From an optimization exercise on the open Yosys and OpenROAD flow, aimed at small area, a short achievable clock period and few clock cycles per item; shortcuts taken in it are not production practice.
Where RTL was checked, it was by simulation tests only, not by an equivalence proof against the original.
Power and IR drop assume default switching activity.

run Y:
==> flow/design.v <==
module adler32(
    input clock,
    input rst_n,
    input size_valid,
    input [31:0] size,
    input data_start,
    input [7:0] data,
    output checksum_valid,
    output [31:0] checksum
);
    reg  [7:0]  d_q;       
    reg         ds_q;      
    reg         fa;        
    reg  [31:0] held;      
    reg         held_ok;   
    reg  [31:0] cnt;       
    reg         active;    
    reg         f2;        
    reg  [15:0] A, B;
    reg         vld;
    wire [31:0] cnt_nx;
    wire [7:0]  zb;        
    wire [7:0]  wz;        
    assign wz[0] = 1'b1;
    assign wz[1] = zb[0];
    assign wz[2] = &zb[1:0];
    assign wz[3] = &zb[2:0];
    assign wz[4] = &zb[3:0];
    assign wz[5] = wz[4] & zb[4];
    assign wz[6] = wz[4] & (&zb[5:4]);
    assign wz[7] = wz[4] & (&zb[6:4]);
    genvar k;
    generate
        for (k = 0; k < 8; k = k + 1) begin : cb
            cnt_blk u_b(.c(cnt[4*k+3:4*k]), .h(held[4*k+3:4*k]), .ld(ds_q),
                        .w(wz[k]), .n(cnt_nx[4*k+3:4*k]), .z(zb[k]));
        end
    endgenerate
    wire f1 = active & cnt[0] & ~|cnt[3:1] & (&zb[7:1]);    
    wire [15:0] a_in = fa ? 16'd0 : A;
    wire [8:0]  sl = a_in[7:0] + d_q + fa;
    wire [7:0]  ah1 = a_in[15:8] + 8'd1;
    wire        hff = &a_in[15:8];
    wire        hfe = (a_in[15:8] == 8'hFE);
    wire        lge = &sl[7:4] & |sl[3:0];                   
    wire        ga = sl[8] ? (hff | (hfe & lge)) : (hff & lge);   
    wire [7:0]  la = sl[7:0] + 8'd15;
    wire [15:0] a_nx = ga ? {8'd0, la} : {sl[8] ? ah1 : a_in[15:8], sl[7:0]};
    wire [16:0] xb = B + A;
    wire        nz = |xb[3:0];
    wire        gb = xb[16] | (&xb[15:4] & nz);
    wire [15:0] yb = {xb[15:4] + {11'd0, nz}, xb[3:0] - 4'd1};
    wire [15:0] b_nx = gb ? yb : xb[15:0];
    always @(posedge clock) begin
        d_q  <= f1 ? 8'd0 : data;
        ds_q <= data_start & rst_n;
        fa   <= ds_q;
        if (size_valid)
            held <= size;
        if (!rst_n) begin
            held_ok <= 1'b0;
            active  <= 1'b0;
            f2      <= 1'b0;
            vld     <= 1'b0;
        end else begin
            if (size_valid)
                held_ok <= 1'b1;
            if (ds_q)
                active <= held_ok;
            else if (f1)
                active <= 1'b0;
            f2  <= f1;
            vld <= f2;
        end
        cnt <= cnt_nx;
        A <= a_nx;
        B <= fa ? 16'd0 : b_nx;
    end
    assign checksum_valid = vld;
    assign checksum = {B, A};
endmodule
module cnt_blk(
    input  [3:0] c,
    input  [3:0] h,
    input        ld,
    input        w,
    output [3:0] n,
    output       z
);
    wire [3:0] t = {w & ~|c[2:0], w & ~|c[1:0], w & ~c[0], w};
    assign n = ld ? h : c ^ t;
    assign z = ~|c;
endmodule
clock: 7.5 ns
lec_check: 0
abc_area: 1
cap_margin: 20
core_margin: 2
core_utilization: 50
cts_buf_list: sky130_fd_sc_hd__clkbuf_4 sky130_fd_sc_hd__clkbuf_8
setup_slack_margin: 5
slew_margin: 20
standard.sh (not shown) runs the stock make flow with config.mk's settings and CLKGATE_MAP_FILE= SYNTH_SCRIPT=/design/flow/synth_recipe.tcl, a recipe that flattens the netlist after the stock synthesis.
==> flow/flow/run.sh <==
#!/bin/bash
# Standard layout, with these changes to how it is made:
#  - plain buffers (buf_2) on the ports;
#  - the full and half adder cells are added to the don't-use list, so that
#    synthesis maps adders to plain gates;
#  - ABC maps the logic with flow/abc.script (a delay-targeted map with area
#    recovery) instead of the flow's area script. The rest of synthesis is
#    synth_recipe.tcl unchanged.
set -o pipefail
W=$PWD
export BUFFER_PORTS_ARGS="-buffer_cell sky130_fd_sc_hd__buf_2"
BASE=$(make -s -C "$FLOW_HOME" DESIGN_CONFIG="$W/config.mk" WORK_HOME="$W/orfs" print-DONT_USE_CELLS 2>/dev/null | sed -n 's/^DONT_USE_CELLS: //p')
DU="$BASE sky130_fd_sc_hd__fa_1 sky130_fd_sc_hd__fa_2 sky130_fd_sc_hd__fa_4 sky130_fd_sc_hd__ha_1 sky130_fd_sc_hd__ha_2 sky130_fd_sc_hd__ha_4"
cp flow/abc.script "$W/abc_custom.script"
{
  echo "proc abc {args} {"
  echo "  set i [lsearch -exact \$args -script]"
  echo "  if {\$i >= 0} { lset args [expr {\$i + 1}] $W/abc_custom.script }"
  echo "  yosys abc {*}\$args"
  echo "}"
  cat synth_recipe.tcl
} > "$W/custom_synth.tcl"
sed "s#SYNTH_SCRIPT=[^ ]*#SYNTH_SCRIPT=$W/custom_synth.tcl#" standard.sh > "$W/custom_standard.sh"
bash "$W/custom_standard.sh" "DONT_USE_CELLS=$DU" finish > standard.log 2>&1
==> flow/flow/abc.script <==
strash
&get -n
&dch
&put
dch
map -B 0.9
topo
stime -c
buffer -c
upsize -c
dnsize -c
Testbench counts of run Y, summed over its fixed seeds: cycles 572,122, bytes 568,898.
Input-level comparison between run R and run Y:
--- a/flow/design.v
+++ b/flow/design.v
@@ -46,12 +46,10 @@
     wire        ga = sl[8] ? (hff | (hfe & lge)) : (hff & lge);   
     wire [7:0]  la = sl[7:0] + 8'd15;
     wire [15:0] a_nx = ga ? {8'd0, la} : {sl[8] ? ah1 : a_in[15:8], sl[7:0]};
     wire [16:0] xb = B + A;
-    wire        nz = |xb[3:0];
-    wire        gb = xb[16] | (&xb[15:4] & nz);
-    wire [15:0] yb = {xb[15:4] + {11'd0, nz}, xb[3:0] - 4'd1};
-    wire [15:0] b_nx = gb ? yb : xb[15:0];
+    wire [16:0] yb = B + A + 17'd15;
+    wire [15:0] b_nx = yb[16] ? yb[15:0] : xb[15:0];
     always @(posedge clock) begin
         d_q  <= f1 ? 8'd0 : data;
         ds_q <= data_start & rst_n;
         fa   <= ds_q;
==> comparison <==
Diff run Y -> run R: total power after layout went up, power dissipated in sequential cells did not really move.
Run R: worst path arrival time 0.03 ns above run Y
When run R is measured against run Y, its clock insertion delay at the later pin of the skew report turns out 0.02 ns higher.
Taking run Y as the reference point, the part of the total power dissipated in the clock network of run R rises by 1.1 points.
Reported combinational group power: run Y vs run R — no meaningful difference
Against run Y, run R comes in about 0.5% lower on placed cell area.
[compare] base=run Y new=run R: final cell utilization of the core grew by 2.3 points, synthesized area shrank by 0.90%.
From run Y to run R the numbers moved as follows: combinational cell fraction of total power saw a decrease; cell count has decreased; final period demand of the worst path now larger; final setup slack of the worst path decreased 0.033 ns; pin slew with the least headroom to its limit has decreased.
Function not checked in run R: the RTL went through the layout flow alone.

* * *

P:
RTL: the design.v shown in full above, as it stands there.
clock: 7.5 ns
lec_check: 0
abc_area: 1
cap_margin: 20
core_margin: 2
core_utilization: 50
cts_buf_list: sky130_fd_sc_hd__clkbuf_4 sky130_fd_sc_hd__clkbuf_8
setup_slack_margin: 5
slew_margin: 20
==> flow/flow/run.sh <==
#!/bin/bash
# The standard layout (standard.sh) with three changes to how it is made:
#  - the ports get plain buf_2 buffers (BUFFER_PORTS_ARGS) instead of the
#    delay cells that buffer_ports picks by default;
#  - the full and half adder cells are added to the don't-use list, so that
#    synthesis leaves adders as plain gates for ABC, which can then
#    restructure them for speed;
#  - ABC maps the logic with flow/abc.script (&dc2 and &dch restructuring,
#    then a delay-biased map) in place of the flow's area script. The rest of
#    synthesis is synth_recipe.tcl unchanged, so the registers are the same.
# Make's output goes to standard.log; each step's tools log under orfs/logs.
set -o pipefail
W=$PWD
export BUFFER_PORTS_ARGS="-buffer_cell sky130_fd_sc_hd__buf_2"
make -C "$FLOW_HOME" DESIGN_CONFIG="$W/config.mk" WORK_HOME="$W/orfs" print-DONT_USE_CELLS > dont_use_query.log 2>&1
BASE=$(sed -n 's/^DONT_USE_CELLS: //p' dont_use_query.log)
DU="$BASE sky130_fd_sc_hd__fa_1 sky130_fd_sc_hd__fa_2 sky130_fd_sc_hd__fa_4 sky130_fd_sc_hd__ha_1 sky130_fd_sc_hd__ha_2 sky130_fd_sc_hd__ha_4"
cp flow/abc.script "$W/abc_custom.script"
{
  echo "proc abc {args} {"
  echo "  set i [lsearch -exact \$args -script]"
  echo "  if {\$i >= 0} { lset args [expr {\$i + 1}] $W/abc_custom.script }"
  echo "  yosys abc {*}\$args"
  echo "}"
  cat synth_recipe.tcl
} > "$W/custom_synth.tcl"
sed "s#SYNTH_SCRIPT=[^ ]*#SYNTH_SCRIPT=$W/custom_synth.tcl#" standard.sh > "$W/custom_standard.sh"
bash "$W/custom_standard.sh" "DONT_USE_CELLS=$DU" finish > standard.log 2>&1
==> flow/flow/abc.script <==
strash
&get -n
&dc2
&dch
&put
map -B 0.9
topo
stime -c
buffer -c
upsize -c
dnsize -c
Testbench counts of P, summed over its fixed seeds: cycles 572,122, bytes 568,898.
The following lists how Q was set up differently from P:
diff --git a/flow/design.v b/flow/design.v
--- a/flow/design.v
+++ b/flow/design.v
@@ -34,21 +34,22 @@
         for (k = 0; k < 8; k = k + 1) begin : cb
             cnt_blk u_b(.c(cnt[4*k+3:4*k]), .h(held[4*k+3:4*k]), .ld(ds_q),
                         .w(wz[k]), .n(cnt_nx[4*k+3:4*k]), .z(zb[k]));
         end
     endgenerate
     wire f1 = active & cnt[0] & ~|cnt[3:1] & (&zb[7:1]);    
-    wire [15:0] a_in = fa ? 16'd0 : A;
-    wire [8:0]  sl = a_in[7:0] + d_q + fa;
-    wire [7:0]  ah1 = a_in[15:8] + 8'd1;
-    wire        hff = &a_in[15:8];
-    wire        hfe = (a_in[15:8] == 8'hFE);
+    wire [7:0]  a_lo = fa ? 8'd0 : A[7:0];
+    wire [8:0]  sl = a_lo + d_q + fa;
+    wire [7:0]  ah1 = A[15:8] + 8'd1;
+    wire        hff = &A[15:8];
+    wire        hfe = (A[15:8] == 8'hFE);
     wire        lge = &sl[7:4] & |sl[3:0];                   
-    wire        ga = sl[8] ? (hff | (hfe & lge)) : (hff & lge);   
+    wire        ga = ~fa & (sl[8] ? (hff | (hfe & lge)) : (hff & lge));   
     wire [7:0]  la = sl[7:0] + 8'd15;
-    wire [15:0] a_nx = ga ? {8'd0, la} : {sl[8] ? ah1 : a_in[15:8], sl[7:0]};
+    wire [7:0]  a_hi = fa ? {7'd0, sl[8]} : (sl[8] ? ah1 : A[15:8]);
+    wire [15:0] a_nx = ga ? {8'd0, la} : {a_hi, sl[7:0]};
     wire [16:0] xb = B + A;
     wire        nz = |xb[3:0];
     wire        gb = xb[16] | (&xb[15:4] & nz);
     wire [15:0] yb = {xb[15:4] + {11'd0, nz}, xb[3:0] - 4'd1};
     wire [15:0] b_nx = gb ? yb : xb[15:0];
     always @(posedge clock) begin
As far as remaining antenna violation count after routing goes, P and Q are indistinguishable; the numbers are identical.
[compare] base=P new=Q: die area went up, maximum clock frequency went up, global-route usage went down.
Relative to P, portion of the layout cell area used by non-clock buffers increased by 0.30 points in Q.
Q vs. P: number of non-clock buffers in the layout higher; register-to-register slack roughly the same; area fraction in and, or, nand and nor cells after synthesis higher.
Summary of Q over P: per-cell routed wire length shows an increase of 0.39%; count of cell types in the netlist up about 16%.
Relative to P, summed area of non-filler cells in the final layout has gone up in Q.
Cmp P and Q / placement-stage cell area / lower: P
Comparing P and Q, the higher wire length of the first global-routing pass was measured on P.
Only the layout flow was run in Q; the RTL was not checked for function there.

* * *

Setup of oak:
// adler32: RTL as listed in full above, without the edits since
clock: 7.5 ns
lec_check: 0
abc_area: 1
cap_margin: 20
core_margin: 2
core_utilization: 50
cts_buf_list: sky130_fd_sc_hd__clkbuf_4 sky130_fd_sc_hd__clkbuf_8
setup_slack_margin: 5
slew_margin: 20
==> flow/flow/run.sh <==
#!/bin/bash
# Standard layout, with these changes to how it is made:
#  - plain buffers (buf_2) on the ports;
#  - the full and half adder cells are added to the don't-use list, so that
#    synthesis maps adders to plain gates;
#  - ABC maps the logic with flow/abc.script (a delay-targeted map with area
#    recovery) instead of the flow's area script. The rest of synthesis is
#    synth_recipe.tcl unchanged.
set -o pipefail
W=$PWD
export BUFFER_PORTS_ARGS="-buffer_cell sky130_fd_sc_hd__buf_2"
BASE=$(make -s -C "$FLOW_HOME" DESIGN_CONFIG="$W/config.mk" WORK_HOME="$W/orfs" print-DONT_USE_CELLS 2>/dev/null | sed -n 's/^DONT_USE_CELLS: //p')
DU="$BASE sky130_fd_sc_hd__fa_1 sky130_fd_sc_hd__fa_2 sky130_fd_sc_hd__fa_4 sky130_fd_sc_hd__ha_1 sky130_fd_sc_hd__ha_2 sky130_fd_sc_hd__ha_4"
cp flow/abc.script "$W/abc_custom.script"
{
  echo "proc abc {args} {"
  echo "  set i [lsearch -exact \$args -script]"
  echo "  if {\$i >= 0} { lset args [expr {\$i + 1}] $W/abc_custom.script }"
  echo "  yosys abc {*}\$args"
  echo "}"
  cat synth_recipe.tcl
} > "$W/custom_synth.tcl"
sed "s#SYNTH_SCRIPT=[^ ]*#SYNTH_SCRIPT=$W/custom_synth.tcl#" standard.sh > "$W/custom_standard.sh"
bash "$W/custom_standard.sh" "DONT_USE_CELLS=$DU" finish > standard.log 2>&1
==> flow/flow/abc.script <==
strash
&get -n
&dc2
&dch
&put
dch
map -B 0.9
topo
stime -c
buffer -c
upsize -c
dnsize -c
Having completed the whole flow, oak delivered a layout that passed the timing, design-rule and antenna checks.
Testbench counts of oak, summed over its fixed seeds: cycles 572,122, bytes 568,898.
Edits applied to the flow inputs when going from oak to pine:
==> flow/design.v <==
module adler32(
    input clock,
    input rst_n,
    input size_valid,
    input [31:0] size,
    input data_start,
    input [7:0] data,
    output checksum_valid,
    output [31:0] checksum
);
    reg  [7:0]  d_q;       
    reg         ds_q;      
    reg         fa;        
    reg  [31:0] held;      
    reg         held_ok;   
    reg  [31:0] cnt;       
    reg         active;    
    reg         f2;        
    reg  [15:0] A, B;
    reg         vld;
    wire f1 = active & (cnt == 32'd1);    
    wire [15:0] a_in = fa ? 16'd0 : A;
    wire [8:0]  sl = a_in[7:0] + d_q + fa;
    wire [7:0]  ah1 = a_in[15:8] + 8'd1;
    wire        hff = &a_in[15:8];
    wire        hfe = (a_in[15:8] == 8'hFE);
    wire        lge = &sl[7:4] & |sl[3:0];                   
    wire        ga = sl[8] ? (hff | (hfe & lge)) : (hff & lge);   
    wire [7:0]  la = sl[7:0] + 8'd15;
    wire [15:0] a_nx = ga ? {8'd0, la} : {sl[8] ? ah1 : a_in[15:8], sl[7:0]};
    wire [16:0] xb = B + A;
    wire [16:0] yb = B + A + 17'd15;
    wire [15:0] b_nx = yb[16] ? yb[15:0] : xb[15:0];
    always @(posedge clock) begin
        d_q  <= f1 ? 8'd0 : data;
        ds_q <= data_start & rst_n;
        fa   <= ds_q;
        if (size_valid)
            held <= size;
        if (!rst_n) begin
            held_ok <= 1'b0;
            active  <= 1'b0;
            f2      <= 1'b0;
            vld     <= 1'b0;
        end else begin
            if (size_valid)
                held_ok <= 1'b1;
            if (ds_q)
                active <= held_ok;
            else if (f1)
                active <= 1'b0;
            f2  <= f1;
            vld <= f2;
        end
        cnt <= ds_q ? held : cnt - 32'd1;
        A <= a_nx;
        B <= fa ? 16'd0 : b_nx;
    end
    assign checksum_valid = vld;
    assign checksum = {B, A};
endmodule
Notes after the runs:
Sequential cell area share on pine is down relative to oak. Via count ends up higher on pine. Number of well-tap cells placed up 2.1% in pine wrt oak. pine vs oak on average vias per placed instance: pine is the higher one. The proportion of total power due to net switching reported for pine is greater than that of oak by 3.5 points. Arrival time of data at the critical path endpoint up 40 ps in pine wrt oak. Sort oak and pine by power share of the combinational group asc -> top: oak.
Testbench counts of pine, summed over its fixed seeds: cycles 572,122, bytes 568,898.

* * *

the previous run:
Another version of the RTL of adler32 (not shown whole).
Size in the first run: ~620 cells after synthesis, roughly 110 flip-flops, about 77 I/O pins, about 6100 um2 of cells after synthesis.
==> module adler32, before the edit <==
module adler32(
    input clock,
    input rst_n,
    input size_valid,
    input [31:0] size,
    input data_start,
    input [7:0] data,
    output checksum_valid,
    output [31:0] checksum
);
    reg  [7:0]  d_q;       
    reg         ds_q;      
    reg         fa;        
    reg  [31:0] held;      
    reg         held_ok;   
    reg  [31:0] cnt;       
    reg         active;    
    reg         f2;        
    reg  [15:0] A, B;
    reg         vld;
    wire f1 = active & (cnt == 32'd1);    
    wire [15:0] a_in = fa ? 16'd0 : A;
    wire [8:0]  sl = a_in[7:0] + d_q + fa;
    wire [9:0]  tl = a_in[7:0] + d_q + 10'd15;
    wire [7:0]  ah1 = a_in[15:8] + 8'd1;
    wire        hff = &a_in[15:8];
    wire        hfe = (a_in[15:8] == 8'hFE);
    wire        ga = (hff & (tl[8] | tl[9])) | (hfe & tl[9]);   
    wire [15:0] a_nx = ga ? {8'd0, tl[7:0]} : {sl[8] ? ah1 : a_in[15:8], sl[7:0]};
    wire [16:0] xb = B + A;
    wire [16:0] yb = B + A + 17'd15;
    wire [15:0] b_nx = yb[16] ? yb[15:0] : xb[15:0];
    always @(posedge clock) begin
        d_q  <= f1 ? 8'd0 : data;
        ds_q <= data_start & rst_n;
        fa   <= ds_q;
        if (size_valid)
            held <= size;
        if (!rst_n) begin
            held_ok <= 1'b0;
            active  <= 1'b0;
            f2      <= 1'b0;
            vld     <= 1'b0;
        end else begin
            if (size_valid)
                held_ok <= 1'b1;
            if (ds_q)
                active <= held_ok;
            else if (f1)
                active <= 1'b0;
            f2  <= f1;
            vld <= f2;
        end
        cnt <= ds_q ? held : cnt - 32'd1;
        A <= a_nx;
        B <= fa ? 16'd0 : b_nx;
    end
    assign checksum_valid = vld;
    assign checksum = {B, A};
endmodule
export LEC_CHECK = 0
export ABC_CLOCK_PERIOD_IN_PS = 2500
export CAP_MARGIN = 20
export CORE_MARGIN = 2
export CORE_UTILIZATION = 40
export SETUP_SLACK_MARGIN = 4.8
export SLEW_MARGIN = 20
create_clock -name core_clock -period 7.5 [get_ports {clock}]
==> flow/flow/run.sh <==
#!/bin/bash
# Standard layout, with plain buffers on the ports.
export BUFFER_PORTS_ARGS="-buffer_cell sky130_fd_sc_hd__buf_2"
bash standard.sh > standard.log 2>&1
The previous run finished every stage and its layout cleared the timing, design-rule and antenna checks.
#### Input delta (the current run over the previous run)
diff --git a/flow/design.v b/flow/design.v
--- a/flow/design.v
+++ b/flow/design.v
@@ -20,14 +20,15 @@
     reg         vld;
     wire f1 = active & (cnt == 32'd1);    
     wire [15:0] a_in = fa ? 16'd0 : A;
     wire [8:0]  sl = a_in[7:0] + d_q + fa;
-    wire [9:0]  tl = a_in[7:0] + d_q + 10'd15;
     wire [7:0]  ah1 = a_in[15:8] + 8'd1;
     wire        hff = &a_in[15:8];
     wire        hfe = (a_in[15:8] == 8'hFE);
-    wire        ga = (hff & (tl[8] | tl[9])) | (hfe & tl[9]);   
-    wire [15:0] a_nx = ga ? {8'd0, tl[7:0]} : {sl[8] ? ah1 : a_in[15:8], sl[7:0]};
+    wire        lge = &sl[7:4] & |sl[3:0];                   
+    wire        ga = sl[8] ? (hff | (hfe & lge)) : (hff & lge);   
+    wire [7:0]  la = sl[7:0] + 8'd15;
+    wire [15:0] a_nx = ga ? {8'd0, la} : {sl[8] ? ah1 : a_in[15:8], sl[7:0]};
     wire [16:0] xb = B + A;
     wire [16:0] yb = B + A + 17'd15;
     wire [15:0] b_nx = yb[16] ? yb[15:0] : xb[15:0];
     always @(posedge clock) begin
[summary]
- The current run vs. the previous run: non-clock buffer count shows a reduction of about 5%, fraction of standard cell area in multi-input logic has decreased, y dimension of the die dropped about 4%, routed wire length on met3 lower.
- Compared with the previous run, the current run shows post-cts resize count higher by 26.
- | peak fanout along the critical path | higher: the previous run |
- The previous run has lower layout-stage area growth over the synthesis result than the current run.
- The previous run → the current run: final period utilization went up, part of the power in combinational logic went down, worst setup margin went down, worst path arrival time went up.
Testbench counts of the current run, summed over its fixed seeds: cycles 572,122, bytes 568,898.
Only the layout flow was run in the previous run; the RTL was not checked for function there.

what the ideal ports hide:
In the flow no input, the clock included, has a driving cell. The finished layouts below were timed again as built, in two steps. Step 1 assumes that a clkbuf_16 drives the clock port and a buf_2 every other input. Step 2 moves the port delays by t, midway between the first and last clock arrival at a register: inputs arrive t later, outputs are due t later. That takes back most of the time a late clock gives input paths. Three values: ideal, step 1, step 2; two values: the first two.
run | shift t [ns] | setup WS [ns] | worst setup path after step 2
run Y | 0.402 | 5.050 / 5.016 / 5.066 | input to register
run R | 0.412 | 5.017 / 4.984 / 5.064 | input to register
P | 0.402 | 5.049 / 5.017 / 5.072 | input to register
Q | 0.400 | 5.058 / 5.024 / 5.079 | input to register
oak | 0.416 | 5.027 / 4.994 / 5.058 | input to register
pine | 0.395 | 4.991 / 4.958 / 5.062 | input to register
the previous run | 0.391 | 4.336 / 4.336 / 4.336 | register to register
the current run | 0.390 | 4.256 / 4.256 / 4.256 | register to register
After both steps every run listed still meets setup and hold.
